This design comes from an exercise in tuning for small area on the open sky130 flow, not from production work. Where RTL was checked, it was by simulation tests only, not by an equivalence proof against the original. For run 6, only the layout was checked, not whether the RTL still works. The flow treats the clock pin as an ideal source, which a real chip does not have. No activity file was given, so power comes from the tool's default toggle rates.

==> flow/design.v <==
`timescale 1ns / 1ps
module Rs232_Tx_nbytes(clk,reset,tx_start_flag,tx_bit,tx_done_flag,Rs232_Txd,rx_sample,load,byte_sel);
  parameter n = 8;  
  parameter N = 8;  
  parameter BAUD_RATE = 16'h28B0;  
  input clk;
  input reset;
  input tx_bit;               
  output tx_start_flag;
  output tx_done_flag;
  output reg Rs232_Txd;
  output rx_sample;
  output load;
  output [2:0] byte_sel;
  reg [13:0] clk_count;
  reg [3:0] phase;
  reg [3:0] byte_count;
  wire tail      = phase[3] & phase[1] & ~phase[0];                            
  wire end_bit   = clk_count[13] & clk_count[11] & clk_count[7] & clk_count[5] &
                   clk_count[3] & clk_count[2] & clk_count[1] & clk_count[0];   
  wire bit_end   = tail ? clk_count[0] : end_bit;
  wire at_load   = tail & ~clk_count[0];
  wire rx_window = clk_count[13] & clk_count[11] & clk_count[7] & clk_count[5];   
  wire done      = byte_count[3] & byte_count[0];
  always @(posedge clk) begin
    if (reset == 1'b0) begin
      clk_count    <= 14'd0;
      phase        <= 4'b1110;
      byte_count   <= 4'd0;
      Rs232_Txd    <= 1'b1;
    end else begin
      if (bit_end) begin
        clk_count <= 14'd0;
        phase     <= tail ? 4'b1000 : phase - 4'd1;
        Rs232_Txd <= done | (phase[3] ? phase[0] | (~phase[1] & tx_bit)
                                        : (phase[2:0] == 3'd0) | tx_bit);
      end else begin
        clk_count <= clk_count + 14'd1;
      end
      if (at_load & ~done)
        byte_count <= byte_count + 4'd1;
    end
  end
  assign load          = at_load & ~byte_count[3];
  assign byte_sel      = ~byte_count[2:0];    
  assign tx_done_flag  = done;
  assign tx_start_flag = ~done & phase[3] & ~phase[1];
  assign rx_sample     = ~done & ~phase[3] & rx_window &
                         (clk_count[3:0] == ~byte_count);
endmodule
`timescale 1ns / 1ps
module Rs232_Rx_nbytes(clk,sample,Rs232_Rxd,load,byte_sel,data_in,data_out);
  parameter n = 8;  
  parameter N = 8;  
  input clk;
  input sample;
  input Rs232_Rxd;
  input load;
  input [2:0] byte_sel;
  input [(N*n)-1:0] data_in;
  output reg [(N*n)-1:0] data_out;
  reg [N-1:0] byte_in;
  integer k;
  always @(*) begin
    byte_in = {N{1'b0}};
    for (k = 0; k < n; k = k + 1)
      byte_in = byte_in | (data_in[k*N +: N] & {N{byte_sel == k}});
  end
  always @(posedge clk) begin
    if (sample)
      data_out <= {data_out[(N*n)-2:0], Rs232_Rxd};
    if (load)
      data_out[(N*n)-1 -: N] <= byte_in;
  end
endmodule
`timescale 1ns / 1ps
module Rs232_Controller(clk,reset,data_in,Rs232_Rxd,start_flag,data_out,done_flag,Rs232_Txd);
parameter N=8;
parameter n=8;
  input clk;   
  input reset; 
  input [(N*n)-1:0] data_in;  
  output start_flag;
  output [(N*n)-1:0] data_out; 
  output done_flag;
  input Rs232_Rxd;   
  output Rs232_Txd;  
  wire       sample;    
  wire       load;      
  wire [2:0] byte_sel;  
 Rs232_Tx_nbytes tx(.clk(clk),
                    .reset(reset),
                    .tx_start_flag(start_flag),
                    .tx_bit(data_out[(N*n)-1]),
                    .tx_done_flag(done_flag),
                    .Rs232_Txd(Rs232_Txd),
                    .rx_sample(sample),
                    .load(load),
                    .byte_sel(byte_sel));
 Rs232_Rx_nbytes Rx(.clk(clk),
                    .sample(sample),
                    .Rs232_Rxd(Rs232_Rxd),
                    .load(load),
                    .byte_sel(byte_sel),
                    .data_in(data_in),
                    .data_out(data_out));
endmodule  
==> flow/flow/run.sh <==
#!/bin/bash
# Standard layout, with the smallest buffer (buf_1) on each input and output port
# and clock tree synthesis without dummy loads.
set -euo pipefail
bash standard.sh "BUFFER_PORTS_ARGS=-buffer_cell sky130_fd_sc_hd__buf_1" \
  "CTS_ARGS=-sink_clustering_enable -repair_clock_nets -dont_use_dummy_load" finish > standard.log 2>&1
==> flow/standard.sh <==
#!/bin/bash
# synth_recipe.tcl (not shown) runs the flow's synth.tcl, then flattens the netlist and writes it again
# the make line also repeats each setting of config.mk as NAME=value (left out here)
make -C /OpenROAD-flow-scripts/flow DESIGN_CONFIG=/design/flow/config.mk WORK_HOME=/design/flow/orfs CLKGATE_MAP_FILE= SYNTH_SCRIPT=/design/flow/synth_recipe.tcl "${@:-finish}"
==> flow/config.mk <==
export PLATFORM = sky130hd
export DESIGN_NAME = Rs232_Controller
export DESIGN_NICKNAME = Rs232_Controller
export VERILOG_FILES = /design/flow/design.v
export SDC_FILE = /design/flow/constraint.sdc
export NUM_CORES = 4
export LEC_CHECK = 0
export CAP_MARGIN = 20
export CORE_MARGIN = 2
export CORE_UTILIZATION = 80
export SLEW_MARGIN = 20
==> flow/constraint.sdc <==
create_clock -name core_clock -period 10.0 [get_ports {clk}]
set_input_delay 2.0000 -clock core_clock [delete_from_list [all_inputs] [get_ports {clk}]]
set_output_delay 2.0000 -clock core_clock [all_outputs]
set_load 0.01 [all_outputs]
==> results.txt, run 1 <==
status=aborted with a tool error; failing step=global routing; Err=[ERROR GRT-0232] Routing congestion too high. Check the congestion heatmap in the GUI.; cell taking the most area after synthesis=edfxtp_1; cts bufs inserted=9; clock tree buffer depth=2; clock sink count=87; GR Util All Layers=77.24%; Placer Congestion=~0.91; placed inst area=4109 um2; grt total ovfl=15; register area share after synthesis=66.11%; Post-synth top flop=edfxtp_1; Die Span Y=71.12 um; Post-synth EDFFs=between 60 and 70; Initial Utilization=82.76%; syn avg cell area=13.45 um2; largest net degree at the start of global routing=57; post-CTS setup buffer count=0; io pins=~130; top cells by area, synth=edfxtp_1 53%, dfxtp_1 13%, a222oi_1 5.6%; root buf cell=clkbuf_8; FP Rows=24; asr flop ratio synth=0%; post-synthesis cell type count=43; CTS Hold Bufs=0; top cell type's share of synthesized area=53.33%; synthesized netlist net count=about 340; Syn. warnings=2; Resized Gates After CTS=0; Port Buffers=133; synthesized cell area=3603 um2; DP Wirelength=8590 um; initial antenna violation count=3; die width=71.12 um; gate count after technology mapping=roughly 270; FF+latch count, synth=87; CTS H-tree lvls=3
## Yosys cell counts (5+ instances only)
cell type   n
a21oi_1     9
a222oi_1   20
buf_2       7
dfxtp_1    23
edfxtp_1   64
ha_1        9
inv_1       8
nand2_1    21
nand3_1     6
nor2_1     24
nor3_1      5
nor4_1      5
xnor2_1     7
xor2_1      8
## worst max-delay path by stage
stage / to / slack (ps) / depth (start not counted)
floorplan: Rx.data_out[0] / 3250 / 5
global placement: Rx.data_out[63] / 6730 / 5
detailed placement: Rx.data_out[57] / 6560 / 5
CTS: start_flag / 6570 / 3
## per-layer routing
metal / GRT overflow / GRT usage (%)
met1: 0 / 82.83
met2: 9 / 93.35
met3: 0 / 60.83
met4: 6 / 70.44
met5: 0 / 14.14
## metrics by stage
step / hold WS [ps] / std cells / total power [uW] / worst slack (ps) / util, %
CTS: 466.3 / 449 / 773.0 / 6574 / 97.21
detailed placement: 433.4 / 440 / 571.6 / 6563 / 94.37
global placement: 427.5 / 440 / 549.6 / 6733 / 94.37
floorplan: 459.8 / 268 / 520.1 / 3253 / -
## power by group through the flow
stage | clock, uW | sequential [uW] | combinational (uW)
after CTS | 191 | 427 | 155
after detailed placement | 0 | 433 | 139
after global placement | 0 | 429 | 121
after floorplan | 0 | 427 | 92.8
## logic make-up after synthesis
| logic type | count (synthesis) | synth area share (%) |
|---|---|---|
| multiplexers | 6 | 2.014 |
| XOR/XNOR | 15 | 3.646 |
| adder cells (fa/ha/maj) | 9 | 3.125 |
| AND/OR/NAND/NOR | 78 | 11.29 |
| AO/OA/AOI/OAI | 48 | 10.56 |
| flip-flops | 87 | 66.11 |
| buffers and inverters | 25 | 3.264 |
==> run 2: changes to the inputs <==
--- a/flow/config.mk
+++ b/flow/config.mk
@@ -7,5 +7,5 @@
 export LEC_CHECK = 0
 export CAP_MARGIN = 20
 export CORE_MARGIN = 2
-export CORE_UTILIZATION = 80
+export CORE_UTILIZATION = 40
 export SLEW_MARGIN = 20
==> run 2 against run 1 <==
Net effect:
- the run now finishes clean
- synthesized area is the same
- synthesized cell count unchanged
==> results.txt, run 2 <==
Placer Congestion=0.8624 (-5.1%); CTS H-tree lvls=3 (unchanged); asr flop ratio synth=0% (unchanged); synthesized netlist net count=344 (unchanged); VDD IR-drop max=slightly above 0.00009 V; critical-path maximum fanout=9; CTS tree=yes; cell taking the most area after synthesis=edfxtp_1; grt total ovfl=0; root buf cell=clkbuf_8; Total Die Area=9784 um2; die width=98.92 um (+39%); post-CTS setup buffer count=0 (unchanged); crit path DAT=1400 ps; # diodes=0; Initial Utilization=41.32% (-41 points); slowest stage cell, crit path=dfxtp_1; clock insertion delay at the later pin of the skew report=350 ps; static leakage=0.001409 uW; Critical Path Start Type=register; WHS Path Cells=0; Via density=5.271; CTS Hold Bufs=0 (unchanged); Die Span Y=98.92 um (+39%); register area share after synthesis=66.11% (unchanged); worst slew pin tran=691.8 ps; initial antenna violation count=0; status=complete, no violations; Worst EP required=8000 ps; FF+latch count, synth=87 (unchanged); area grow syn2layout=19.41%; most frequent cells in the layout=133 x buf_1, 64 x edfxtp_1, 24 x nor2_1; max_cap viols=0; end of the worst register-to-register path=Rx.data_out[63]; Port Buffers=133 (unchanged); Starting DRT DRC Count=187; max reg flops=64; # nets final=roughly 480; Slew HR=between 50% and 60%; routed vias=2662; Worst R2R Start=tx.byte_count[2]; final wirelength=7951 um; vias in the first global route=roughly 2.5k; DP Wirelength=5733 um (-33%); top cells by area, synth=edfxtp_1 53%, dfxtp_1 13%, a222oi_1 5.6%; count leader, synth=edfxtp_1; Hold Path Origin=Rx.data_out[54]; core footprint=about 8700 um2; FP Rows=34 (+42%); drt pass-1 iters=5; clock sink count=87 (unchanged); Non-Filler Instances=505; synth cell count leaders=64 x edfxtp_1, 24 x nor2_1, 23 x dfxtp_1, 21 x nand2_1, 20 x a222oi_1; Hold Worst Slack=441.0 ps; cts bufs inserted=9 (unchanged); Resized Gates After CTS=0 (unchanged); Hold Violations, Final=0; Power Density=169.7 nW/um2; RSZ-0062 raised after global routing=false; HP Class=reg -> reg; GR Util All Layers=15.93%; Slew Limit Fails=0; first-pass GRT wire length=12240 um; leading cell type in the layout, fill and taps excluded=buf_1; post-synthesis cell type count=43 (unchanged); Worst Reg-to-Reg Cells=5; final worst path period share=34.01%; Routed WL per cell=15.74 um; drt drc=0; Worst path max stage delay=410 ps; clk_skew=between 30 and 40 ps; Final min period=3401 ps; Setup TNS Final=0 ps; worst reg2reg setup slack=around 7600 ps; clock tree buffer depth=2 (unchanged); share of cells above drive strength 1=~6.0%; largest net degree at the start of global routing=57; Post-synth top flop=edfxtp_1; critical path class=reg -> out; worst-path cell chain=and2_1, nor3b_1, buf_1; f_max=0.2940 GHz; gate count after technology mapping=268 (unchanged); top cell type's share of synthesized area=53.33% (unchanged); Min-Delay Endpoint=Rx.data_out[55]; clock slew at reported path FFs=around 90 ps; synthesized cell area=3603 um2 (unchanged); placed insts=496 (+13%); Worst Setup End Kind=output pin; syn avg cell area=13.45 um2 (unchanged); Syn. warnings=2 (unchanged); Post-synth EDFFs=64 (unchanged); Biggest register=Rx.data_out; io pins=134 (unchanged); setup violators final=0; top flop regs=Rx.data_out (64), tx.clk_count (14); Final ANT Viol Nets=0
==> run 2: worst max path at each step <==
stage / end / start
2_1_floorplan: Rx.data_out[0] / tx.clk_count[0]
3_3_place_gp: Rx.data_out[62] / data_in[54]
3_5_place_dp: Rx.data_out[63] / data_in[31]
4_1_cts: start_flag / tx.byte_count[0]
5_1_grt: start_flag / tx.byte_count[0]
6_report: start_flag / tx.byte_count[0]
==> run 2: power by group <==
part	switching, uW	internal (uW)	total (uW)	leakage, uW
sequential	17.9	404	422	0.000747
combinational	69.8	55.7	126	0.000597
clock	102	80.5	182	0.0000647
==> run 2: area by class of cell <==
class | instances | area (um2)
repair buffers | 135 | 514.2
flip-flops and latches | 87 | 2382
fillers | 814 | 4418
multi-input cells | 156 | 1110
well taps | 108 | 135.1
inverters | 10 | 37.54
clock buffers | 9 | 123.9
==> run 2: worst max-delay path, delay by kind of cell, from the launching register on <==
| kind | cells | cell delay, ps |
|---|---|---|
| buffers and inverters | 1 | 210 |
| DFF | 1 | 410 |
| and+or+nand+nor | 2 | 440 |
==> run 2: cell families after synthesis <==
kind of cell,Yosys count,share of synthesized area (%)
multiplexers,6,2.014
AND/OR/NAND/NOR,78,11.29
flip-flops,87,66.11
AO/OA/AOI/OAI,48,10.56
buffers and inverters,25,3.264
XOR/XNOR,15,3.646
adder cells (fa/ha/maj),9,3.125
==> run 2: routing by layer <==
| metal | share of wire, % | up-vias | global-route usage, % |
|---|---|---|---|
| li1 | - | 1288 | - |
| met1 | 43 | 1235 | 19.83 |
| met2 | 45 | 126 | 25.36 |
| met3 | 9.9 | 13 | 5.319 |
| met4 | 2.1 | 0 | 6.955 |
| met5 | 0 | - | 0 |
==> run 2: per-stage QoR <==
step	instance area, um2	setup slack, ps	power [uW]	util [%]
after global placement	4179	6758	554.0	47.92
after floorplan	3603	3253	520.1	-
after global routing	4303	6496	769.9	49.34
after CTS	4303	6591	739.7	49.34
after detailed placement	4179	6724	556.0	47.92
final	4303	6599	730.1	49.34
==> run 3: changes to the inputs <==
==> flow/flow/run.sh (replaced) <==
#!/bin/bash
# Standard layout with three changes:
#  - the combinational logic of the standard synthesis is mapped again for
#    area (resynth.tcl); the registers are kept exactly as synthesised, and
#    equiv.tcl proves the new netlist equal to the standard one;
#  - the smallest buffer (buf_1) on each input and output port;
#  - clock tree synthesis without dummy loads.
set -euo pipefail
ARGS=("BUFFER_PORTS_ARGS=-buffer_cell sky130_fd_sc_hd__buf_1"
      "CTS_ARGS=-sink_clustering_enable -repair_clock_nets -dont_use_dummy_load")
bash standard.sh "${ARGS[@]}" synth > standard_synth.log 2>&1

RES=orfs/results/$FLOW_PLATFORM/Rs232_Controller/base
export LIB=$FLOW_HOME/platforms/sky130hd/lib/sky130_fd_sc_hd__tt_025C_1v80.lib
export TOP=$FLOW_TOP
export IN=$PWD/std_1_2_yosys.v
export OUT=$PWD/resynth_1_2_yosys.v
export ABC_SCRIPT=$PWD/flow/resynth.abc
cp $RES/1_2_yosys.v "$IN"
export SEQ_CELLS="$(grep -oE 'sky130_fd_sc_hd__(e|s|se)?df[a-z0-9_]+|sky130_fd_sc_hd__s?dl[a-z]*[xr][a-z0-9_]*|sky130_fd_sc_hd__s?dlclkp[a-z0-9_]*' "$IN" | sort -u | tr '\n' ' ')"
export DONT_USE="$(sed -n '/^export DONT_USE_CELLS/,/^$/p' $FLOW_HOME/platforms/sky130hd/config.mk | grep -oE 'sky130_fd_sc_hd__[a-z0-9_]+' | sed 's/^/-dont_use /' | tr '\n' ' ')"
yosys -c flow/resynth.tcl > resynth.log 2>&1
yosys -c flow/check.tcl > check.log 2>&1
yosys -c flow/equiv.tcl > equiv.log 2>&1
cp "$OUT" $RES/1_2_yosys.v

bash standard.sh "${ARGS[@]}" finish > standard.log 2>&1
==> flow/flow/check.tcl (new file) <==
# Checks the resynthesised netlist with the library cells as black boxes:
# every cell a library cell, no undriven or multiply driven net.
yosys read_liberty -lib $::env(LIB)
yosys read_verilog $::env(OUT)
yosys hierarchy -check -top $::env(TOP)
yosys check -assert -mapped
==> flow/flow/equiv.tcl (new file) <==
# Proves the resynthesised netlist equal to the standard one. Both keep the
# same register instances, so the registers are cut out (each one's pins
# become ports named after it) and the combinational logic around them, every
# other cell read as its function in the library, is proven equal by SAT.
yosys read_liberty -ignore_miss_func $::env(LIB)
yosys blackbox {*}$::env(SEQ_CELLS)
yosys read_verilog $::env(IN)
yosys rename $::env(TOP) gold
yosys read_verilog $::env(OUT)
yosys rename $::env(TOP) gate
yosys hierarchy -check
foreach c $::env(SEQ_CELLS) {
  yosys expose -evert gold/t:$c gate/t:$c
}
yosys flatten
yosys opt_clean
yosys miter -equiv -make_assert -flatten gold gate miter
yosys hierarchy -top miter
yosys sat -verify -prove-asserts
==> flow/flow/resynth.abc (new file) <==
strash
balance
rewrite
refactor
balance
rewrite
rewrite -z
balance
refactor -z
rewrite -z
balance
balance
rewrite
refactor
balance
rewrite
rewrite -z
balance
refactor -z
rewrite -z
balance
dch -f
amap -m -F 100
topo
dnsize
==> flow/flow/resynth.tcl (new file) <==
# Area resynthesis of the combinational logic of the standard synthesis's
# netlist. The registers stay as the standard synthesis made them (same
# instances, names and cell types): their cells are black boxes here, while
# every other cell is read as its logic function, flattened into the top and
# mapped again by ABC with an area-oriented script.
# Environment: LIB, IN (standard netlist), OUT, SEQ_CELLS, ABC_SCRIPT, DONT_USE.
yosys read_liberty -ignore_miss_func $::env(LIB)
yosys blackbox {*}$::env(SEQ_CELLS)
yosys read_verilog $::env(IN)
yosys hierarchy -top $::env(TOP)
yosys flatten
yosys opt_clean -purge
yosys abc -script $::env(ABC_SCRIPT) -liberty $::env(LIB) {*}$::env(DONT_USE)
yosys opt_clean -purge
yosys splitnets
yosys opt_clean -purge
yosys hilomap -singleton -hicell sky130_fd_sc_hd__conb_1 HI -locell sky130_fd_sc_hd__conb_1 LO
yosys insbuf -buf sky130_fd_sc_hd__buf_4 A X
yosys hierarchy -top $::env(TOP)
yosys stat -liberty $::env(LIB)
yosys write_verilog -noattr -nohex -nodec $::env(OUT)
==> run 3 against run 2 <==
Net effect:
- routed wire length shrank 5.2%
- clock-buffer cell count did not move
- synthesized cell count decreased by 4.9%
- largest cell class unchanged
- clock power hardly changed
- largest power group unchanged
- critical endpoint unchanged
- register-to-register slack worse by 310 ps
- still clean
==> results.txt, run 3 <==
status=complete, no violations; clock power share=22.7% (-2.3 points); Total Die Area=9070 um2 (-7.3%); max reg flops=64 (unchanged); clock tree buffer depth=2 (unchanged); Psw=239.0 uW (+26%); initial antenna violation count=0 (unchanged); io pins=134 (unchanged); Power Density=201.0 nW/um2 (+18%); post-CTS setup buffer count=0 (unchanged); Hold Path Origin=Rx.data_out[11]; Critical path buffers and inverters=2 (+1); gate count after technology mapping=255 (-4.9%); first-pass GRT wire length=10600 um (-13%); synthesized cell area=3329 um2 (-7.6%); Routed WL per cell=15.23 um (-3.3%); largest net degree at the start of global routing=58 (+1.8%); max_cap viols=0 (unchanged); Biggest register=Rx.data_out; static leakage=0.001208 uW (-14%); Critical path origin=tx.byte_count[0]; Final ANT Viol Nets=0 (unchanged); Starting DRT DRC Count=181 (-3.2%); Worst path max stage delay=410 ps (about the same); # diodes=0 (unchanged); final wirelength=7537 um (-5.2%); area grow syn2layout=21.35%; Gate power share=22.6% (+5.4 points); CTS H-tree lvls=3 (unchanged); clock sink count=87 (unchanged); worst reg2reg setup slack=7260 ps (-310 ps); slowest stage cell, crit path=dfxtp_1; # nets final=459 (-3.4%); critical path class=reg -> out; Pwr Total=812.2 uW (+11%); VDD IR-drop max=0.00008355 V (-9.0%); Slew Limit Fails=0 (unchanged); Syn. warnings=2 (unchanged); routed vias=2610 (-2.0%); CTS Hold Bufs=0 (unchanged); RSZ-0062 raised after global routing=false; Via density=5.273 (about the same); synthesized netlist net count=322 (-6.4%); CTS tree=yes; crit path DAT=1490 ps (+90 ps); FP Rows=33 (-2.9%); Critical Path Start Type=register; drt drc=0 (unchanged); Final min period=3494 ps (+93.56 ps); Initial Utilization=40.93% (-0.39 points); worst-path cell chain=clkinv_1, nor2_1, nor3_1, buf_1; worst slew pin tran=1085 ps (+393.2 ps); final worst path period share=34.94% (+0.94 points); CP top delay family=flip-flops; cts bufs inserted=9 (unchanged); P_int=573.1 uW (+6.0%); Port Buffers=133 (unchanged); # fillers=738 (-9.3%); vias in the first global route=2282 (-9.0%); Hold Worst Slack=435.1 ps (-5.927 ps); grt total ovfl=0 (unchanged); clock insertion delay at the later pin of the skew report=350 ps (about the same); drt pass-1 iters=4 (-1); design area=4040 um2 (-6.1%); setup violators final=0 (unchanged); part of the power in registers=54.7% (-3.1 points); die width=95.24 um (-3.7%); Setup TNS Final=0 ps (unchanged); Worst R2R Start=tx.phase[3]; Sw Share=29.43% (+3.5 points); critical-path maximum fanout=7 (-2); f_max=0.2862 GHz (-2.7%); Resized Gates After CTS=0 (unchanged); share of cells above drive strength 1=3.333% (-2.7 points); placed inst area=3906 um2 (-6.5%); clock slew at reported path FFs=90 ps (about the same); clk_skew=31.06 ps (-3.462 ps); syn avg cell area=13.06 um2 (-2.9%); Hold Violations, Final=0 (unchanged); Placer Congestion=0.7411 (-14%); Die Span Y=95.24 um (-3.7%); Sequential cell area=2382 um2 (unchanged); leading cell type in the layout, fill and taps excluded=buf_1; HP Class=reg -> reg; Worst EP required=8000 ps (about the same); top flop regs=Rx.data_out (64), tx.clk_count (14); area of the multi-input gates=805.8 um2 (-27%); core footprint=8134 um2 (-6.7%); GR Util All Layers=15.68% (-0.25 points); Final Util=49.67% (+0.33 points); Worst Setup End Kind=output pin; root buf cell=clkbuf_8; Slew HR=27.40% (-26 points); DP Wirelength=5417 um (-5.5%); most frequent cells in the layout=133 x buf_1, 64 x edfxtp_1, 27 x nor2_1
-- run 3: changes by cell type in the layout (fill, tap and decap cells not counted), sizes merged, moves of 4 or more --
cell,before,now
clkinv,0,22
inv,10,0
ha,9,0
nand3,6,15
a32o,0,8
xor2,8,0
xnor2,7,0
a211oi,1,7
nand2,21,26
a222oi,20,16
mux2,4,0
nor4,5,1
-- run 3: final timing paths --
| kind | end | depth (start not counted) |
|---|---|---|
| setup / recovery | start_flag | 4 |
| hold / removal | Rx.data_out[12] | 0 |
| setup reg to reg | Rx.data_out[62] | 8 |
| hold reg to reg | Rx.data_out[12] | 0 |
-- run 3: metrics by stage --
stage	setup slack, ps	std cells
3_5_place_dp	6891	485
2_1_floorplan	2855	255
4_1_cts	6511	494
3_3_place_gp	6928	485
6_report	6506	495
5_1_grt	6392	495
-- run 3: area by class of cell --
cell class,count,area share (%)
Sequential cell,87,58.97
Clock buffer,9,3.066
Multi-Input combinational cell,137,19.94
Tap cell,105,3.252
Inverter,22,2.044
Timing Repair Buffer,135,12.73
-- run 3: power by group through the flow --
stage	Sequential, uW	Combinational (uW)	Clock, uW
after floorplan	442	150	0
after global placement	451	180	0
after detailed placement	452	181	0
after CTS	444	182	192
after global routing	447	203	204
final	444	184	184
-- run 3: metal layers --
metal,part of all wire (%),up-vias,global-route usage [%]
li1,-,1253,-
met2,47,119,27.11
met5,0,-,0
met3,9.2,10,4.743
met4,1.3,0,7.246
met1,42,1228,17.75
==> run 4: changes to the inputs <==
--- a/flow/flow/run.sh
+++ b/flow/flow/run.sh
@@ -4,10 +4,12 @@
 #    area (resynth.tcl); the registers are kept exactly as synthesised, and
 #    equiv.tcl proves the new netlist equal to the standard one;
 #  - the smallest buffer (buf_1) on each input and output port;
-#  - clock tree synthesis without dummy loads.
+#  - clock tree synthesis without dummy loads, and each leaf clock buffer
+#    downsized while its clock pins' slew stays under 100 ps (post_cts.tcl).
 set -euo pipefail
 ARGS=("BUFFER_PORTS_ARGS=-buffer_cell sky130_fd_sc_hd__buf_1"
-      "CTS_ARGS=-sink_clustering_enable -repair_clock_nets -dont_use_dummy_load")
+      "CTS_ARGS=-sink_clustering_enable -repair_clock_nets -dont_use_dummy_load"
+      "POST_CTS_TCL=$PWD/flow/post_cts.tcl" "CLK_LEAF_SLEW_NS=0.100")
 bash standard.sh "${ARGS[@]}" synth > standard_synth.log 2>&1
 
 RES=orfs/results/$FLOW_PLATFORM/Rs232_Controller/base
==> flow/flow/post_cts.tcl (new file) <==
# ORFS POST_CTS_TCL hook: downsize each leaf clock buffer (one that drives
# only flip-flop clock pins) to the smallest clkbuf whose worst slew at those
# clock pins, with placement parasitics, stays at or below CLK_LEAF_SLEW_NS.
set limit [expr {[info exists ::env(CLK_LEAF_SLEW_NS)] ? $::env(CLK_LEAF_SLEW_NS) : 0.100}]
set sizes {sky130_fd_sc_hd__clkbuf_1 sky130_fd_sc_hd__clkbuf_2 sky130_fd_sc_hd__clkbuf_4 sky130_fd_sc_hd__clkbuf_8}
proc leaf_worst_slew {sinks} {
  set w 0
  foreach p $sinks {
    set s [get_property $p slew_max]
    if {$s > $w} { set w $s }
  }
  return $w
}
estimate_parasitics -placement
foreach inst [get_cells -hierarchical *] {
  set ref [get_property $inst ref_name]
  if {![string match sky130_fd_sc_hd__clkbuf_* $ref]} { continue }
  set out [get_pins -of_objects $inst -filter "direction == output"]
  set net [get_nets -of_objects $out]
  set sinks {}
  set leaf 1
  foreach p [get_pins -of_objects $net -filter "direction == input"] {
    if {[get_property $p name] ne "CLK"} { set leaf 0; break }
    lappend sinks $p
  }
  if {!$leaf || [llength $sinks] == 0} { continue }
  set orig_slew [leaf_worst_slew $sinks]
  foreach cell $sizes {
    if {$cell eq $ref} { break }
    replace_cell $inst [get_lib_cells */$cell]
    estimate_parasitics -placement
    set s [leaf_worst_slew $sinks]
    if {$s <= $limit} {
      puts "post_cts: [get_name $inst] $ref -> $cell, worst clock slew [format %.1f [expr {$s * 1e3}]] ps ([llength $sinks] sinks)"
      set ref $cell
      break
    }
    replace_cell $inst [get_lib_cells */$ref]
    estimate_parasitics -placement
  }
}
--- a/flow/config.mk
+++ b/flow/config.mk
@@ -7,5 +7,5 @@
 export LEC_CHECK = 0
 export CAP_MARGIN = 20
 export CORE_MARGIN = 2
-export CORE_UTILIZATION = 40
+export CORE_UTILIZATION = 60
 export SLEW_MARGIN = 20
==> run 4 against run 3 <==
Net effect:
- die area decreased by 32%
- routed wire length down 1.8%
- sequential cell count did not move
- synthesized area unchanged
- clock power is 7% lower
- critical path depth did not move
- global-route usage rose by 8.2 points
- worst setup slack worse by 44 ps
- core utilization rose by 24 points
==> results.txt, run 4 <==
most frequent cells in the layout=133 x buf_1, 64 x edfxtp_1, 26 x nor2_1, 26 x nand2_1, 23 x dfxtp_1; Worst Setup End Kind=output pin; Critical path buffers and inverters=2 (unchanged); RSZ-0062 raised after global routing=false; Setup TNS Final=0 ps (unchanged); Worst path max stage delay=420 ps (about the same); Min-Delay Endpoint=Rx.data_out[21]; Die Span Y=78.49 um (-18%); # nets final=459 (unchanged); design area=3989 um2 (-1.3%); Placer Congestion=0.8065 (+8.8%); Power Density=199.4 nW/um2 (-0.83%); clock slew at reported path FFs=80 ps (about the same); Port Buffers=133 (unchanged); setup violators final=0 (unchanged); max reg flops=64 (unchanged); Starting DRT DRC Count=178 (-1.7%); gate count after technology mapping=255 (unchanged); Critical Path Start Type=register; Syn. warnings=2 (unchanged); end of the worst register-to-register path=Rx.data_out[62]; WHS Path Cells=0 (unchanged); routed vias=2620 (+0.38%); Slew HR=28.78% (+1.4 points); Worst EP required=8000 ps (about the same); Hold Path Origin=Rx.data_out[20]; final wirelength=7400 um (-1.8%); max_cap viols=0 (unchanged); placed inst area=3872 um2 (-0.87%); CP top delay family=flip-flops; critical-path maximum fanout=7 (unchanged); Worst R2R Start=tx.phase[3]; f_max=0.2826 GHz (-1.3%); Worst Reg-to-Reg Cells=8 (unchanged); crit path DAT=1540 ps (+50 ps); worst reg2reg setup slack=7350 ps (+90 ps); largest net degree at the start of global routing=57 (-1.7%); top flop regs=Rx.data_out (64), tx.clk_count (14); final worst path period share=35.39% (+0.44 points); clk_skew=26.84 ps (-4.216 ps); syn avg cell area=13.06 um2 (unchanged); initial antenna violation count=0 (unchanged); clock insertion delay at the later pin of the skew report=350 ps (about the same); core footprint=5439 um2 (-33%); share of cells above drive strength 1=3.590% (+0.26 points); Final min period=3539 ps (+44.36 ps); slowest stage cell, crit path=dfxtp_1; synthesized netlist net count=322 (unchanged); vias in the first global route=2326 (+1.9%); VDD IR-drop max=0.0001123 V (+34%); status=complete, no violations; Final ANT Viol Nets=0 (unchanged); Biggest register=Rx.data_out; synthesized cell area=3329 um2 (unchanged); FP Rows=27 (-18%); Total Die Area=6161 um2 (-32%); die width=78.49 um (-18%); worst-path cell chain=clkinv_1, nor2_1, nor3_1, buf_1; drt pass-1 iters=5 (+1); Slew Limit Fails=0 (unchanged); io pins=134 (unchanged); clock sink count=87 (unchanged); Routed WL per cell=16.02 um (+5.2%); HP Class=reg -> reg; critical path class=reg -> out; area grow syn2layout=19.80%; static leakage=0.001203 uW (-0.42%); drt drc=0 (unchanged); CTS tree=yes; grt total ovfl=0 (unchanged); worst slew pin tran=1064 ps (-20.58 ps); Hold Violations, Final=0 (unchanged); leading cell type in the layout, fill and taps excluded=buf_1; # diodes=0 (unchanged); DP Wirelength=5220 um (-3.6%); Initial Utilization=61.21% (+20 points); Via density=5.671 (+7.6%); GR Util All Layers=23.92% (+8.2 points); first-pass GRT wire length=11070 um (+4.4%)
-- run 4: cell types whose count changed in the layout (fill, tap and decap cells not counted) --
cell	delta
nor2_2	+1
nor2_1	-1
clkbuf_8	-2
clkbuf_4	+2
-- run 4: power breakdown --
| part | total [uW] | internal, uW | switching, uW |
|---|---|---|---|
| registers | 441 | 419 | 22.5 |
| clock network | 171 | 72.2 | 99.3 |
| logic | 182 | 72.5 | 110 |
-- run 4: area by class of cell --
class | instances | area (um2)
Clock buffer | 9 | 111.4
Fill cell | 401 | 1450
Inverter | 22 | 82.58
Multi-Input combinational cell | 137 | 808.3
Sequential cell | 87 | 2382
Tap cell | 72 | 90.09
Timing Repair Buffer | 135 | 514.2
-- run 4: metal layers --
metal  routed length [um]  share of wire [%]  vias up  GRT usage (%)
met2                 3512                 47      139          38.88
met1                 3136                 42     1212          30.86
met4                  108                1.5        0          10.18
met3                  643                8.7       12          5.977
li1                     -                  -     1257              -
met5                    0                  0        -              0
-- run 4: worst max-delay path by stage --
| stage | from | slack [ps] | depth (start not counted) | endpoint |
|---|---|---|---|---|
| 6_report | tx.byte_count[0] | 6460 | 4 | start_flag |
| 5_1_grt | tx.byte_count[0] | 6330 | 4 | start_flag |
| 3_5_place_dp | tx.byte_count[0] | 6890 | 4 | start_flag |
| 3_3_place_gp | data_in[24] | 6900 | 4 | Rx.data_out[56] |
| 2_1_floorplan | tx.byte_count[0] | 2860 | 5 | Rx.data_out[56] |
-- run 4: stage by stage --
stage / utilization, % / setup WS, ps / power, uW / hold slack (ps) / instances
finish: 73.34 / 6461 / 795.2 / 447.5 / 462
global route: 73.34 / 6331 / 838.2 / 456.6 / 462
detailed placement: 71.20 / 6893 / 628.5 / 434.0 / 453
global placement: 71.20 / 6901 / 626.5 / 427.0 / 453
floorplan: - / 2855 / 591.9 / 420.2 / 255
==> run 5: changes to the inputs <==
--- a/flow/config.mk
+++ b/flow/config.mk
@@ -7,5 +7,5 @@
 export LEC_CHECK = 0
 export CAP_MARGIN = 20
 export CORE_MARGIN = 2
-export CORE_UTILIZATION = 60
+export CORE_UTILIZATION = 40
 export SLEW_MARGIN = 20
==> run 5 against run 4 <==
Net effect:
- power grew 0.92%
- register-to-register slack worse by 90 ps
- worst setup slack gained 67 ps
- final area up 0.97%
- sequential cell count unchanged
- highest routed layer unchanged
- core utilization down 24 points
- still clean on timing, DRC and antenna
- first-iteration DRC count down 2.8%
- fmax is 1.9% higher
- largest power group unchanged
==> results.txt, run 5 <==
Power Density=199.3 nW/um2 (about the same); grt total ovfl=0 (unchanged); Hold Violations, Final=0 (unchanged); met1 wire length=3134 um (about the same); worst reg2reg setup slack=7260 ps (-90 ps); static leakage=0.001203 uW (about the same); critical path class=reg -> out; Routed WL per cell=15.15 um (-5.4%); Port Buffers=133 (unchanged); core footprint=8134 um2 (+50%); area grow syn2layout=20.97%; # diodes=0 (unchanged); drt drc=0 (unchanged); Critical Path Start Type=register; Place WS=6891 ps (-1.680 ps); Worst Reg-to-Reg Cells=8 (unchanged); final wirelength=7499 um (+1.3%); Worst Setup End Kind=output pin; syn avg cell area=13.06 um2 (unchanged); crit path DAT=1470 ps (-70 ps); Placer Congestion=0.7411 (-8.1%); WHS Path Cells=0 (unchanged); Critical path origin=tx.byte_count[0]; metal2 WL=3571 um (+1.7%); RSZ-0062 raised after global routing=false; Die Span Y=95.24 um (+21%); critical-path maximum fanout=7 (unchanged); clock sink count=87 (unchanged); final worst path period share=34.72% (-0.67 points); Hold Path Origin=Rx.data_out[11]; synthesized cell area=3329 um2 (unchanged); vias in the first global route=2281 (-1.9%); die width=95.24 um (+21%); CTS tree=yes; Syn. warnings=2 (unchanged); share of cells above drive strength 1=3.333% (-0.26 points); Final WS setup=6528 ps (+67.24 ps); DP Wirelength=5417 um (+3.8%); routed vias=2594 (-0.99%); synthesized netlist net count=322 (unchanged); # nets final=459 (unchanged); status=complete, no violations; setup violators final=0 (unchanged); design area=4028 um2 (+0.97%); metal3 WL=699 um (+8.7%); leading cell type in the layout, fill and taps excluded=buf_1; drt pass-1 iters=4 (-1); Final ANT Viol Nets=0 (unchanged); DR top layer=met4; largest net degree at the start of global routing=58 (+1.8%); f_max=0.2881 GHz (+1.9%); end of the worst register-to-register path=Rx.data_out[62]; FP Rows=33 (+22%); Final min period=3472 ps (-67.24 ps); clock slew at reported path FFs=90 ps (about the same); clock insertion delay at the later pin of the skew report=340 ps (about the same); max reg flops=64 (unchanged); gate count after technology mapping=255 (unchanged); worst slew pin tran=1086 ps (+21.70 ps); Slew HR=27.32% (-1.5 points); Hold Worst Slack=435.8 ps (-11.69 ps); Via density=5.240 (-7.6%); area of the multi-input gates=805.8 um2 (-0.31%); Worst EP required=8000 ps (about the same); VDD IR-drop max=0.00008340 V (-26%); first-pass GRT wire length=10610 um (-4.1%); Setup TNS Final=0 ps (unchanged); initial antenna violation count=0 (unchanged); # fillers=740 (+85%); top flop regs=Rx.data_out (64), tx.clk_count (14); Initial Utilization=40.93% (-20 points); max_cap viols=0 (unchanged); io pins=134 (unchanged); most frequent cells in the layout=133 x buf_1, 64 x edfxtp_1, 27 x nor2_1; Pwr Total=802.5 uW (+0.92%); HP Class=reg -> reg; Biggest register=Rx.data_out; Worst R2R Start=tx.phase[3]; Sequential cell area=2382 um2 (unchanged); placed inst area=3906 um2 (+0.87%); clk_skew=18.28 ps (-8.564 ps); Slew Limit Fails=0 (unchanged); Starting DRT DRC Count=173 (-2.8%); GR Util All Layers=15.68% (-8.2 points); Min-Delay Endpoint=Rx.data_out[12]; Total Die Area=9070 um2 (+47%)
==> run 5: changes by cell type in the layout (fill, tap and decap cells not counted) <==
cell / delta
nor2_2: -1
nor2_1: +1
==> run 5: layout make-up <==
type                       instances  area share, %
multi-input combinational        137          20.01
sequential                        87          59.15
tap                              105          3.262
timing repair buffer             135          12.77
clock buffer                       9          2.765
inverter                          22          2.050
==> run 5: report_power, final <==
group | switching [uW] | total, uW | leakage [uW] | internal (uW)
clock network | 103 | 175 | 0.0000595 | 72.3
logic | 110 | 184 | 0.000394 | 73.2
registers | 24.9 | 444 | 0.000749 | 419
total | 238 | 803 | 0.00120 | 565
==> run 5: routing by layer <==
metal  up-vias  track usage, %
li1       1252               -
met1      1211           17.80
met2       121           27.05
met3        10           4.743
met4         0           7.246
met5         -               0
==> run 5: critical path, cell delays in order, from the launching register on <==
cell	delay [ps]
dfxtp_1	410
clkinv_1	210
nor2_1	290
nor3_1	90
buf_1	130
==> run 5: metrics by stage <==
step / utilization, % / std cells
after global routing: 49.52 / 495
after global placement: 48.02 / 485
after detailed placement: 48.02 / 485
final: 49.52 / 495
after floorplan: - / 255
==> run 5: how the worst max path moves through the flow <==
stage	cells past startpoint	endpoint	slack, ps
after floorplan	5	Rx.data_out[56]	2860
after global placement	4	start_flag	6930
after detailed placement	4	start_flag	6890
after global routing	4	start_flag	6400
final	4	start_flag	6530
==> run 6: changes to the inputs <==
--- a/flow/design.v
+++ b/flow/design.v
@@ -66,12 +66,14 @@
     for (k = 0; k < n; k = k + 1)
       byte_in = byte_in | (data_in[k*N +: N] & {N{byte_sel == k}});
   end
-  always @(posedge clk) begin
-    if (sample)
-      data_out <= {data_out[(N*n)-2:0], Rs232_Rxd};
-    if (load)
-      data_out[(N*n)-1 -: N] <= byte_in;
-  end
+  wire hold = ~sample & ~load;
+  wire [(N*n)-1:0] shifted = {data_out[(N*n)-2:0], Rs232_Rxd};
+  wire [(N*n)-1:0] next =
+    (data_out & {(N*n){hold}}) |
+    (shifted & {(N*n){sample}}) |
+    ({byte_in, {(N*n)-N{1'b0}}} & {(N*n){load}});
+  always @(posedge clk)
+    data_out <= next;
 endmodule
 `timescale 1ns / 1ps
 module Rs232_Controller(clk,reset,data_in,Rs232_Rxd,start_flag,data_out,done_flag,Rs232_Txd);
--- a/flow/flow/run.sh
+++ b/flow/flow/run.sh
@@ -1,7 +1,8 @@
 #!/bin/bash
 # Standard layout with three changes:
 #  - the combinational logic of the standard synthesis is mapped again for
-#    area (resynth.tcl); the registers are kept exactly as synthesised, and
+#    area (resynth.tcl, with each flow/resynth_*.abc script, keeping the
+#    smallest); the registers are kept exactly as synthesised, and
 #    equiv.tcl proves the new netlist equal to the standard one;
 #  - the smallest buffer (buf_1) on each input and output port;
 #  - clock tree synthesis without dummy loads, and each leaf clock buffer
@@ -17,11 +18,22 @@
 export TOP=$FLOW_TOP
 export IN=$PWD/std_1_2_yosys.v
 export OUT=$PWD/resynth_1_2_yosys.v
-export ABC_SCRIPT=$PWD/flow/resynth.abc
 cp $RES/1_2_yosys.v "$IN"
 export SEQ_CELLS="$(grep -oE 'sky130_fd_sc_hd__(e|s|se)?df[a-z0-9_]+|sky130_fd_sc_hd__s?dl[a-z]*[xr][a-z0-9_]*|sky130_fd_sc_hd__s?dlclkp[a-z0-9_]*' "$IN" | sort -u | tr '\n' ' ')"
 export DONT_USE="$(sed -n '/^export DONT_USE_CELLS/,/^$/p' $FLOW_HOME/platforms/sky130hd/config.mk | grep -oE 'sky130_fd_sc_hd__[a-z0-9_]+' | sed 's/^/-dont_use /' | tr '\n' ' ')"
-yosys -c flow/resynth.tcl > resynth.log 2>&1
+# Map with each ABC script and keep the smallest result.
+best=""; best_area=""
+for abc in flow/resynth_*.abc; do
+  tag=$(basename "$abc" .abc)
+  ABC_SCRIPT=$PWD/$abc OUT=$PWD/$tag.v yosys -c flow/resynth.tcl > $tag.log 2>&1
+  area=$(grep "Chip area" $tag.log | tail -1 | awk '{print $NF}')
+  echo "$tag $area" >> resynth_areas.txt
+  if [[ -z "$best" ]] || awk -v a="$area" -v b="$best_area" 'BEGIN{exit !(a < b)}'; then
+    best=$tag; best_area=$area
+  fi
+done
+echo "chosen $best $best_area" >> resynth_areas.txt
+cp $best.v "$OUT"
 yosys -c flow/check.tcl > check.log 2>&1
 yosys -c flow/equiv.tcl > equiv.log 2>&1
 cp "$OUT" $RES/1_2_yosys.v
==> flow/flow/resynth_a.abc (new file) <==
strash
balance
rewrite
refactor
balance
rewrite
rewrite -z
balance
refactor -z
rewrite -z
balance
balance
rewrite
refactor
balance
rewrite
rewrite -z
balance
refactor -z
rewrite -z
balance
dch -f
amap -m -F 100
topo
dnsize
==> flow/flow/resynth_c.abc (new file) <==
strash
balance
rewrite
refactor
balance
rewrite
rewrite -z
balance
refactor -z
rewrite -z
balance
balance
rewrite
refactor
balance
rewrite
rewrite -z
balance
refactor -z
rewrite -z
balance
&get -n
&dch -f
&nf -R 1000
&put
==> flow/flow/resynth_e.abc (new file) <==
strash
balance
rewrite
refactor
balance
rewrite
rewrite -z
balance
refactor -z
rewrite -z
balance
balance
rewrite
refactor
balance
rewrite
rewrite -z
balance
refactor -z
rewrite -z
balance
dch -f
amap -m -F 100
topo
dnsize
strash
balance
rewrite
refactor
balance
rewrite
rewrite -z
balance
refactor -z
rewrite -z
balance
dch -f
amap -m -F 100
topo
dnsize
==> flow/flow/resynth_k.abc (new file) <==
strash
balance
rewrite
refactor
balance
rewrite
rewrite -z
balance
refactor -z
rewrite -z
balance
dc2
balance
rewrite
refactor
balance
rewrite
rewrite -z
balance
refactor -z
rewrite -z
balance
dch -f
amap -m -F 100
topo
dnsize
removed: flow/flow/resynth.abc
==> run 6 against run 5 <==
Net effect:
- power fell by 16%
- clock-buffer cell count stayed put
- critical path type unchanged
- final area shrank 2.3%
- still clean on timing, DRC and antenna
- via count is 16% higher
==> results.txt, run 6 <==
Worst EP required=8000 ps (about the same); synthesized cell area=3636 um2 (+9.2%); Worst Reg-to-Reg Cells=6 (-2); core footprint=8763 um2 (+7.7%); Biggest register=Rx.data_out; clk_skew=23.66 ps (+5.384 ps); FP Rows=34 (+3.0%); CTS tree=yes; worst reg2reg setup slack=7320 ps (+60 ps); Slew HR=23.15% (-4.2 points); largest net degree at the start of global routing=66 (+14%); status=complete, no violations; # fillers=900 (+22%); io pins=134 (unchanged); # nets final=513 (+12%); Final Util=44.90% (-4.6 points); routed vias=3014 (+16%); Worst path max stage delay=510 ps (+100 ps); first-pass GRT wire length=13360 um (+26%); max reg flops=64 (unchanged); Port Buffers=133 (unchanged); Starting DRT DRC Count=165 (-4.6%); Routed WL per cell=14.76 um (-2.6%); slowest stage cell, crit path=dfxtp_1; clock sink count=87 (unchanged); gate count after technology mapping=363 (+42%); worst-path cell chain=nand2_1, nand2_1, nor2_1, buf_1; Via density=5.460 (+4.2%); GR Layer Usage met2=24.69% (-2.4 points); DP Wirelength=5813 um (+7.3%); Die Span Y=99.34 um (+4.3%); vias in the first global route=2758 (+21%); final worst path period share=33.16% (-1.6 points); die width=99.34 um (+4.3%); area grow syn2layout=8.224%; critical path class=reg -> out; VDD IR-drop max=0.00007264 V (-13%); critical-path maximum fanout=10 (+3); Worst R2R Start=tx.byte_count[2]; HP Class=reg -> reg; RSZ-0062 raised after global routing=false; leading cell type in the layout, fill and taps excluded=buf_1; top flop regs=Rx.data_out (64), tx.clk_count (14); clock insertion delay at the later pin of the skew report=340 ps (about the same); synthesized netlist net count=430 (+34%); most frequent cells in the layout=133 x buf_1, 87 x dfxtp_1, 57 x a22o_1; syn avg cell area=10.02 um2 (-23%); Placer Congestion=0.9170 (+24%); Hold Violations, Final=0 (unchanged); drt drc=0 (unchanged); Setup TNS Final=0 ps (unchanged); Total Die Area=9868 um2 (+8.8%); # diodes=0 (unchanged); drt pass-1 iters=6 (+2); Setup crit end=start_flag; most frequent CP cell=nand2_1; final wirelength=8145 um (+8.6%); Critical Path Start Type=register; share of cells above drive strength 1=3.378% (+0.045 points); max_cap viols=0 (unchanged); clock slew at reported path FFs=90 ps (about the same); Slew Limit Fails=0 (unchanged); static leakage=0.001407 uW (+17%); Most Crowded Layer GR=met2; Power Density=171.0 nW/um2 (-14%); Worst Setup End Kind=output pin; Final min period=3316 ps (-155.4 ps); Final ANT Viol Nets=0 (unchanged); met1 usage=23.26% (+5.5 points); Critical path origin=tx.byte_count[0]; met3 Use GR=4.919% (+0.18 points); grt total ovfl=0 (unchanged); f_max=0.3016 GHz (+4.7%); Initial Utilization=41.49% (+0.56 points); crit path DAT=1320 ps (-150 ps); Syn. warnings=2 (unchanged); end of the worst register-to-register path=Rx.data_out[59]; worst slew pin tran=1150 ps (+64.22 ps); initial antenna violation count=0 (unchanged); setup violators final=0 (unchanged); GR Util All Layers=16.56% (+0.88 points)
## run 6: worst max-delay path: cells and delay by family (launching register included)
family | cells | cell delay [ps]
buf+inv | 1 | 120
flops | 1 | 510
simple gates | 3 | 350
## run 6: stage by stage
stage                     hold WS [ps]  area, um2  instances  setup slack [ps]  total power [uW]
final                            493.2       3935        552              6684             672.7
after global routing             516.6       3935        552              6563             711.7
after detailed placement         469.6       3827        543              6795             512.1
after global placement           466.6       3827        543              6870             511.1
after floorplan                  437.4       3636        363              4796             481.4
## run 6: where the power goes
group	internal [uW]	total, uW	switching [uW]	leakage, uW
sequential	364	385	20.9	0.000705
clock	68.1	168	100	0.0000569
combinational	47.1	119	72.0	0.000645
total	480	673	193	0.00141
## run 6: layer usage
layer  vias up  share of wire, %
met3         9               4.9
met2        73                47
met4         0               1.4
met5         -                 0
li1       1488                 -
met1      1444                47
## run 6: how the worst min path moves through the flow
| stage | startpoint | end | slack [ps] | cells past startpoint |
|---|---|---|---|---|
| 2_1_floorplan | tx.clk_count[13] | tx.clk_count[13] | 440 | 2 |
| 3_3_place_gp | tx.clk_count[13] | tx.clk_count[13] | 470 | 2 |
| 3_5_place_dp | tx.clk_count[13] | tx.clk_count[13] | 470 | 2 |
| 5_1_grt | tx.clk_count[13] | tx.clk_count[13] | 520 | 2 |
| 6_report | tx.clk_count[13] | tx.clk_count[13] | 490 | 2 |
## run 6: final cells by class
type / count / area [um2] / area share [%]
inverters: 2 / 7.507 / 0.1908
flip-flops and latches: 87 / 1742 / 44.26
clock buffers: 9 / 105.1 / 2.671
multi-input cells: 210 / 1424 / 36.18
well taps: 108 / 135.1 / 3.434
repair buffers: 136 / 521.8 / 13.26
==> run 7: changes to the inputs <==
--- a/flow/design.v
+++ b/flow/design.v
@@ -49,10 +49,11 @@
                          (clk_count[3:0] == ~byte_count);
 endmodule
 `timescale 1ns / 1ps
-module Rs232_Rx_nbytes(clk,sample,Rs232_Rxd,load,byte_sel,data_in,data_out);
+module Rs232_Rx_nbytes(clk,reset,sample,Rs232_Rxd,load,byte_sel,data_in,data_out);
   parameter n = 8;  
   parameter N = 8;  
   input clk;
+  input reset;
   input sample;
   input Rs232_Rxd;
   input load;
@@ -66,10 +67,10 @@
     for (k = 0; k < n; k = k + 1)
       byte_in = byte_in | (data_in[k*N +: N] & {N{byte_sel == k}});
   end
-  wire hold = ~sample & ~load;
+  wire [(N*n)-1:0] hold = {{N{~sample & ~load & reset}}, {(N*n)-N{~sample & reset}}};
   wire [(N*n)-1:0] shifted = {data_out[(N*n)-2:0], Rs232_Rxd};
   wire [(N*n)-1:0] next =
-    (data_out & {(N*n){hold}}) |
+    (data_out & hold) |
     (shifted & {(N*n){sample}}) |
     ({byte_in, {(N*n)-N{1'b0}}} & {(N*n){load}});
   always @(posedge clk)
@@ -100,6 +101,7 @@
                     .load(load),
                     .byte_sel(byte_sel));
  Rs232_Rx_nbytes Rx(.clk(clk),
+                    .reset(reset),
                     .sample(sample),
                     .Rs232_Rxd(Rs232_Rxd),
                     .load(load),
==> run 7 against run 6 <==
Net effect:
- sequential cell count unchanged
- worst setup slack worse by 29 ps
- sequential power down 1%
- non-clock buffer count unchanged
- sequential share of layout area down 0.35 points
- core utilization up 0.14 points
- first-iteration DRC count up 28%
- combinational power down 18%
- synthesized area up 0.38%
- largest power group unchanged
==> results.txt, run 7 <==
status=complete, no violations; syn avg cell area=9.864 um2 (-1.5%); initial antenna violation count=0 (unchanged); most frequent cells in the layout=133 x buf_1, 87 x dfxtp_1, 57 x a22o_1; crit path DAT=1340 ps (+20 ps); Biggest register=Rx.data_out; clk_skew=22.76 ps (-0.8988 ps); first-pass GRT wire length=12920 um (-3.3%); Die Span Y=99.52 um (+0.18%); Power Density=165.9 nW/um2 (-2.9%); CTS tree=yes; largest net degree at the start of global routing=66 (unchanged); HP Class=reg -> reg; Worst Reg-to-Reg Cells=6 (unchanged); WHS Path Cells=1 (-1); Slew HR=29.12% (+6.0 points); static leakage=0.001427 uW (+1.4%); Starting DRT DRC Count=212 (+28%); max_cap viols=0 (unchanged); final worst path period share=33.45% (+0.29 points); Total Die Area=9904 um2 (+0.36%); Placer Congestion=0.8521 (-7.1%); clock slew at reported path FFs=70 ps (-20 ps); Setup TNS Final=0 ps (unchanged); placed insts=550 (+1.3%); # fillers=912 (+1.3%); Initial Utilization=41.45% (-0.044 points); setup violators final=0 (unchanged); clock insertion delay at the later pin of the skew report=350 ps (about the same); Final WS setup=6655 ps (-28.59 ps); vias in the first global route=2744 (-0.51%); design area=3966 um2 (+0.79%); area of the multi-input gates=1439 um2 (+1.1%); synthesized cell area=3650 um2 (+0.38%); Syn. warnings=2 (unchanged); Final ANT Viol Nets=0 (unchanged); clock sink count=87 (unchanged); Port Buffers=133 (unchanged); share of cells above drive strength 1=3.326% (-0.052 points); max reg flops=64 (unchanged); core footprint=8806 um2 (+0.49%); Worst Setup End Kind=output pin; io pins=134 (unchanged); Slew Limit Fails=0 (unchanged); DP Wirelength=5829 um (+0.28%); gate count after technology mapping=370 (+1.9%); final wirelength=8212 um (+0.82%); routed vias=3071 (+1.9%); Final min period=3345 ps (+28.59 ps); # nets final=520 (+1.4%); placed inst area=3846 um2 (+0.49%); Hold Violations, Final=0 (unchanged); synthesized netlist net count=437 (+1.6%); grt total ovfl=0 (unchanged); Worst EP required=8000 ps (about the same); leading cell type in the layout, fill and taps excluded=buf_1; FP Rows=34 (unchanged); Critical Path Start Type=register; Place WS=6350 ps (-444.6 ps); drt drc=0 (unchanged); # diodes=0 (unchanged); critical path class=reg -> out; f_max=0.2990 GHz (-0.85%); RSZ-0062 raised after global routing=false; top flop regs=Rx.data_out (64), tx.clk_count (14); critical-path maximum fanout=12 (+2); die width=99.52 um (+0.18%); GR Util All Layers=16.06% (-0.50 points); Routed WL per cell=14.69 um (-0.44%); drt pass-1 iters=5 (-1); Sequential cell area=1742 um2 (unchanged); VDD IR-drop max=0.00006142 V (-15%); Non-Filler Instances=559 (+1.3%); worst slew pin tran=1061 ps (-89.30 ps); Via density=5.494 (+0.62%); area grow syn2layout=8.673%
## run 7: cell types whose count changed in the layout (fill, tap and decap cells not counted), sizes merged, moves of 2 or more
cell and change:
xor2 +2, nor2b +2, xnor2 -2, a221o -2, o21ai +9, or3 -2
nand2 -3, o2111ai -2, a22oi +3, nand3 +2, a21oi +3, a31oi -2
nor3 +3
## run 7: power by group
part           switching [uW]  internal (uW)  leakage, uW
Combinational            57.8           40.3     0.000660
Sequential               18.1            362     0.000705
Clock                     103           76.5    0.0000621
Total                     179            479      0.00143
## run 7: layout make-up
cell class,count,share of cell area [%]
Inverter,3,0.2839
Sequential cell,87,43.91
Multi-Input combinational cell,216,36.28
Clock buffer,9,2.965
Tap cell,108,3.407
Timing Repair Buffer,136,13.15
## run 7: worst paths after layout
| path | from | to | slack, ps |
|---|---|---|---|
| max | tx.byte_count[0] | start_flag | 6660 |
| min | tx.clk_count[12] | tx.clk_count[12] | 460 |
| max reg2reg | tx.byte_count[2] | Rx.data_out[62] | 7340 |
| min reg2reg | tx.clk_count[12] | tx.clk_count[12] | 460 |
## run 7: per-stage QoR
stage | util [%] | power [uW] | hold slack, ps
floorplan | - | 459.7 | 422.2
global placement | 43.68 | 483.8 | 436.4
detailed placement | 43.68 | 485.9 | 444.7
global route | 45.04 | 697.0 | 491.8
finish | 45.04 | 658.1 | 461.3
## run 7: worst max-delay path: stages, from the launching register on
cell and delay (ps):
dfxtp_1 560, nand2_1 190, nand2_1 100, nor2_1 40
buf_1 120
## run 7: per-layer routing
| layer | up-vias | routed length, um | track usage [%] |
|---|---|---|---|
| met4 | 0 | 227 | 7.798 |
| li1 | 1507 | - | - |
| met2 | 84 | 3893 | 24.58 |
| met5 | - | 0 | 0 |
| met1 | 1460 | 3708 | 21.28 |
| met3 | 20 | 382 | 3.865 |
==> run 8: changes to the inputs <==
--- a/flow/flow/run.sh
+++ b/flow/flow/run.sh
@@ -5,8 +5,9 @@
 #    smallest); the registers are kept exactly as synthesised, and
 #    equiv.tcl proves the new netlist equal to the standard one;
 #  - the smallest buffer (buf_1) on each input and output port;
-#  - clock tree synthesis without dummy loads, and each leaf clock buffer
-#    downsized while its clock pins' slew stays under 100 ps (post_cts.tcl).
+#  - clock tree synthesis without dummy loads, then each clock buffer
+#    downsized while every flip-flop clock pin's slew stays under 100 ps
+#    (post_cts.tcl).
 set -euo pipefail
 ARGS=("BUFFER_PORTS_ARGS=-buffer_cell sky130_fd_sc_hd__buf_1"
       "CTS_ARGS=-sink_clustering_enable -repair_clock_nets -dont_use_dummy_load"
==> flow/flow/post_cts.tcl (replaced) <==
# ORFS POST_CTS_TCL hook: downsize the clock tree's buffers. Each clkbuf,
# leaves (those driving only flip-flop clock pins) first, takes the smallest
# size at which the worst slew over all flip-flop clock pins, with placement
# parasitics, stays at or below CLK_LEAF_SLEW_NS.
set limit [expr {[info exists ::env(CLK_LEAF_SLEW_NS)] ? $::env(CLK_LEAF_SLEW_NS) : 0.100}]
set sizes {sky130_fd_sc_hd__clkbuf_1 sky130_fd_sc_hd__clkbuf_2 sky130_fd_sc_hd__clkbuf_4 sky130_fd_sc_hd__clkbuf_8 sky130_fd_sc_hd__clkbuf_16}
set ::post_cts_clk_pins {}
foreach p [get_pins -hierarchical */CLK] { lappend ::post_cts_clk_pins $p }
proc worst_clk_slew {} {
  set w 0
  foreach p $::post_cts_clk_pins {
    set s [get_property $p slew_max]
    if {$s > $w} { set w $s }
  }
  return $w
}
set leaves {}
set others {}
foreach inst [get_cells -hierarchical *] {
  if {![string match sky130_fd_sc_hd__clkbuf_* [get_property $inst ref_name]]} { continue }
  set out [get_pins -of_objects $inst -filter "direction == output"]
  set leaf 1
  foreach p [get_pins -of_objects [get_nets -of_objects $out] -filter "direction == input"] {
    if {[get_property $p name] ne "CLK"} { set leaf 0; break }
  }
  if {$leaf} { lappend leaves $inst } else { lappend others $inst }
}
estimate_parasitics -placement
puts "post_cts: worst clock pin slew [format %.1f [expr {[worst_clk_slew] * 1e3}]] ps before"
foreach inst [concat $leaves $others] {
  set ref [get_property $inst ref_name]
  foreach cell $sizes {
    if {$cell eq $ref} { break }
    replace_cell $inst [get_lib_cells */$cell]
    estimate_parasitics -placement
    if {[worst_clk_slew] <= $limit} {
      puts "post_cts: [get_name $inst] $ref -> $cell"
      set ref $cell
      break
    }
    replace_cell $inst [get_lib_cells */$ref]
    estimate_parasitics -placement
  }
}
puts "post_cts: worst clock pin slew [format %.1f [expr {[worst_clk_slew] * 1e3}]] ps after"
==> flow/flow/resynth_p.abc (new file) <==
strash
balance
rewrite
refactor
balance
rewrite
rewrite -z
balance
refactor -z
rewrite -z
balance
balance
rewrite
refactor
balance
rewrite
rewrite -z
balance
refactor -z
rewrite -z
balance
&get -n
&dc2
&dch -f
&nf -R 1000
&put
==> flow/flow/resynth_q.abc (new file) <==
strash
balance
rewrite
refactor
balance
rewrite
rewrite -z
balance
refactor -z
rewrite -z
balance
balance
rewrite
refactor
balance
rewrite
rewrite -z
balance
refactor -z
rewrite -z
balance
&get -n
&dc2
&dch
&nf -R 1000
&put
==> run 8 against run 7 <==
Net effect:
- still clean on timing, DRC and antenna
- final area shrank 0.38%
- final cell count shrank 1.8%
- synthesized cell count shrank 2.7%
==> results.txt, run 8 <==
area grow syn2layout=9.085%; Final min period=3520 ps (+175.6 ps); drt drc=0 (unchanged); Initial Utilization=41.33% (-0.11 points); Syn. warnings=2 (unchanged); first-pass GRT wire length=12810 um (-0.91%); Via density=5.373 (-2.2%); clock insertion delay at the later pin of the skew report=340 ps (about the same); routed vias=2950 (-3.9%); FP Rows=34 (unchanged); Placer Congestion=0.8572 (+0.60%); share of cells above drive strength 1=3.401% (+0.075 points); Biggest register=Rx.data_out; Worst Setup End Kind=register; RSZ-0062 raised after global routing=false; Power Density=168.6 nW/um2 (+1.6%); critical-path maximum fanout=57 (+45); Worst EP required=10270 ps (+2270 ps); drt pass-1 iters=7 (+2); Routed WL per cell=14.45 um (-1.6%); clock sink count=87 (unchanged); most frequent cells in the layout=133 x buf_1, 87 x dfxtp_1, 56 x a22o_1; clock slew at reported path FFs=70 ps (about the same); # diodes=0 (unchanged); f_max=0.2841 GHz (-5.0%); GR Util All Layers=16.06% (about the same); final worst path period share=35.20% (+1.8 points); gate count after technology mapping=360 (-2.7%); Gate power share=15.4% (+0.5 points); synthesized netlist net count=427 (-2.3%); # nets final=510 (-1.9%); final wirelength=7933 um (-3.4%); Sw Share=27.10% (-0.16 points); Place WS=6141 ps (-209.6 ps); grt total ovfl=0 (unchanged); syn avg cell area=10.06 um2 (+2.0%); worst slew pin tran=1093 ps (+32.00 ps); critical path class=in -> reg; core footprint=8763 um2 (-0.48%); die width=99.16 um (-0.36%); largest net degree at the start of global routing=65 (-1.5%); Slew Limit Fails=0 (unchanged); Starting DRT DRC Count=130 (-39%); Slew HR=26.86% (-2.3 points); HP Class=reg -> reg; clk_skew=28.14 ps (+5.371 ps); max reg flops=64 (unchanged); placed insts=540 (-1.8%); Final ANT Viol Nets=0 (unchanged); vias in the first global route=2726 (-0.66%); Worst Reg-to-Reg Cells=7 (+1); initial antenna violation count=0 (unchanged); Final WS setup=6480 ps (-175.6 ps); P_int=485.7 uW (+1.5%); Hold Violations, Final=0 (unchanged); max_cap viols=0 (unchanged); WHS Path Cells=2 (+1); top flop regs=Rx.data_out (64), tx.clk_count (14); Psw=180.6 uW (+0.67%); synthesized cell area=3622 um2 (-0.75%); Non-Filler Instances=549 (-1.8%); io pins=134 (unchanged); Die Span Y=99.16 um (-0.36%); DP Wirelength=5705 um (-2.1%); Final Util=45.09% (+0.047 points); leading cell type in the layout, fill and taps excluded=buf_1; CTS tree=yes; setup violators final=0 (unchanged); Setup TNS Final=0 ps (unchanged); Critical Path Start Type=input port; Hold Worst Slack=481.0 ps (+19.71 ps); crit path DAT=3790 ps (+2450 ps); Port Buffers=133 (unchanged); static leakage=0.001421 uW (-0.39%); part of the power in registers=57.0% (-0.7 points); status=complete, no violations; VDD IR-drop max=0.00006603 V (+7.5%); Total Die Area=9833 um2 (-0.72%); clock power share=27.6% (+0.2 points)
run 8: final timing paths:
| check | endpoint | slack (ps) | start |
|---|---|---|---|
| min reg2reg | tx.clk_count[13] | 480 | tx.clk_count[13] |
| min | tx.clk_count[13] | 480 | tx.clk_count[13] |
| max reg2reg | Rx.data_out[62] | 7060 | tx.byte_count[2] |
| max | Rx.data_out[62] | 6480 | reset |
run 8: power groups by stage:
stage	registers, uW	clock network (uW)	logic, uW
6_report	380	184	103
5_1_grt	383	202	115
3_3_place_gp	387	0	101
3_5_place_dp	387	0	103
2_1_floorplan	382	0	80.6
run 8: layer usage:
layer / track usage [%] / vias to the layer above / wire length (um)
li1: - / 1468 / -
met1: 19.94 / 1344 / 3535
met2: 26.46 / 127 / 3648
met3: 4.076 / 11 / 612
met4: 7.060 / 0 / 136
met5: 0 / - / 0
run 8: per-stage QoR:
| step | cell area, um2 | power (uW) |
|---|---|---|
| after floorplan | 3628 | 462.9 |
| after global placement | 3825 | 488.8 |
| after detailed placement | 3825 | 490.4 |
| after global routing | 3951 | 701.0 |
| final | 3951 | 666.2 |
run 8: worst max-delay path, cell delays in order:
cell	delay, ps
buf_1	320
nor2b_4	210
buf_4	460
nor2b_1	530
a221o_1	230
run 8: layout make-up:
type	instances	area (um2)
Fill cell	861	4812
Sequential cell	87	1742
Multi-Input combinational cell	206	1418
Timing Repair Buffer	136	521.8
Tap cell	108	135.1
Clock buffer	9	123.9
Inverter	3	11.26

-- afterwards: timing with drivers on the ports --
In the flow no input, the clock included, has a driving cell. The finished layouts below were timed again as built, in two steps.
Step 1: set_driving_cell puts a clkbuf_16 on clk and a buf_2 on each other input, an assumption about the parent block.
Step 2 moves the port delays by t, midway between the first and last clock arrival at a register: inputs arrive t later, outputs are due t later. That takes back most of the time a late clock gives input paths.
a / b / c = ideal / step 1 / step 2; a / b = the first two.
run | t (ns) | slack for setup (ns) | worst setup path after step 2 | slew at the worst register clock pin (ns)
run 2 | 0.366 | 6.599 / 6.569 / 6.702 | input to register | 0.09 / 0.09
run 3 | 0.365 | 6.506 / 6.476 / 6.842 | register to output | 0.09 / 0.09
run 4 | 0.370 | 6.461 / 6.430 / 6.800 | register to output | 0.09 / 0.09
run 5 | 0.363 | 6.528 / 6.499 / 6.862 | register to output | 0.09 / 0.09
run 6 | 0.360 | 6.684 / 6.654 / 6.804 | input to register | 0.09 / 0.09
run 7 | 0.366 | 6.655 / 6.624 / 6.336 | input to register | 0.09 / 0.09
run 8 | 0.360 | 6.480 / 6.489 / 6.129 | input to register | 0.10 / 0.10
After both steps every run listed still meets setup and hold. For run 8, which loses most, drivers alone change the setup slack by +0.009 ns; drivers and shift together by -0.351 ns.
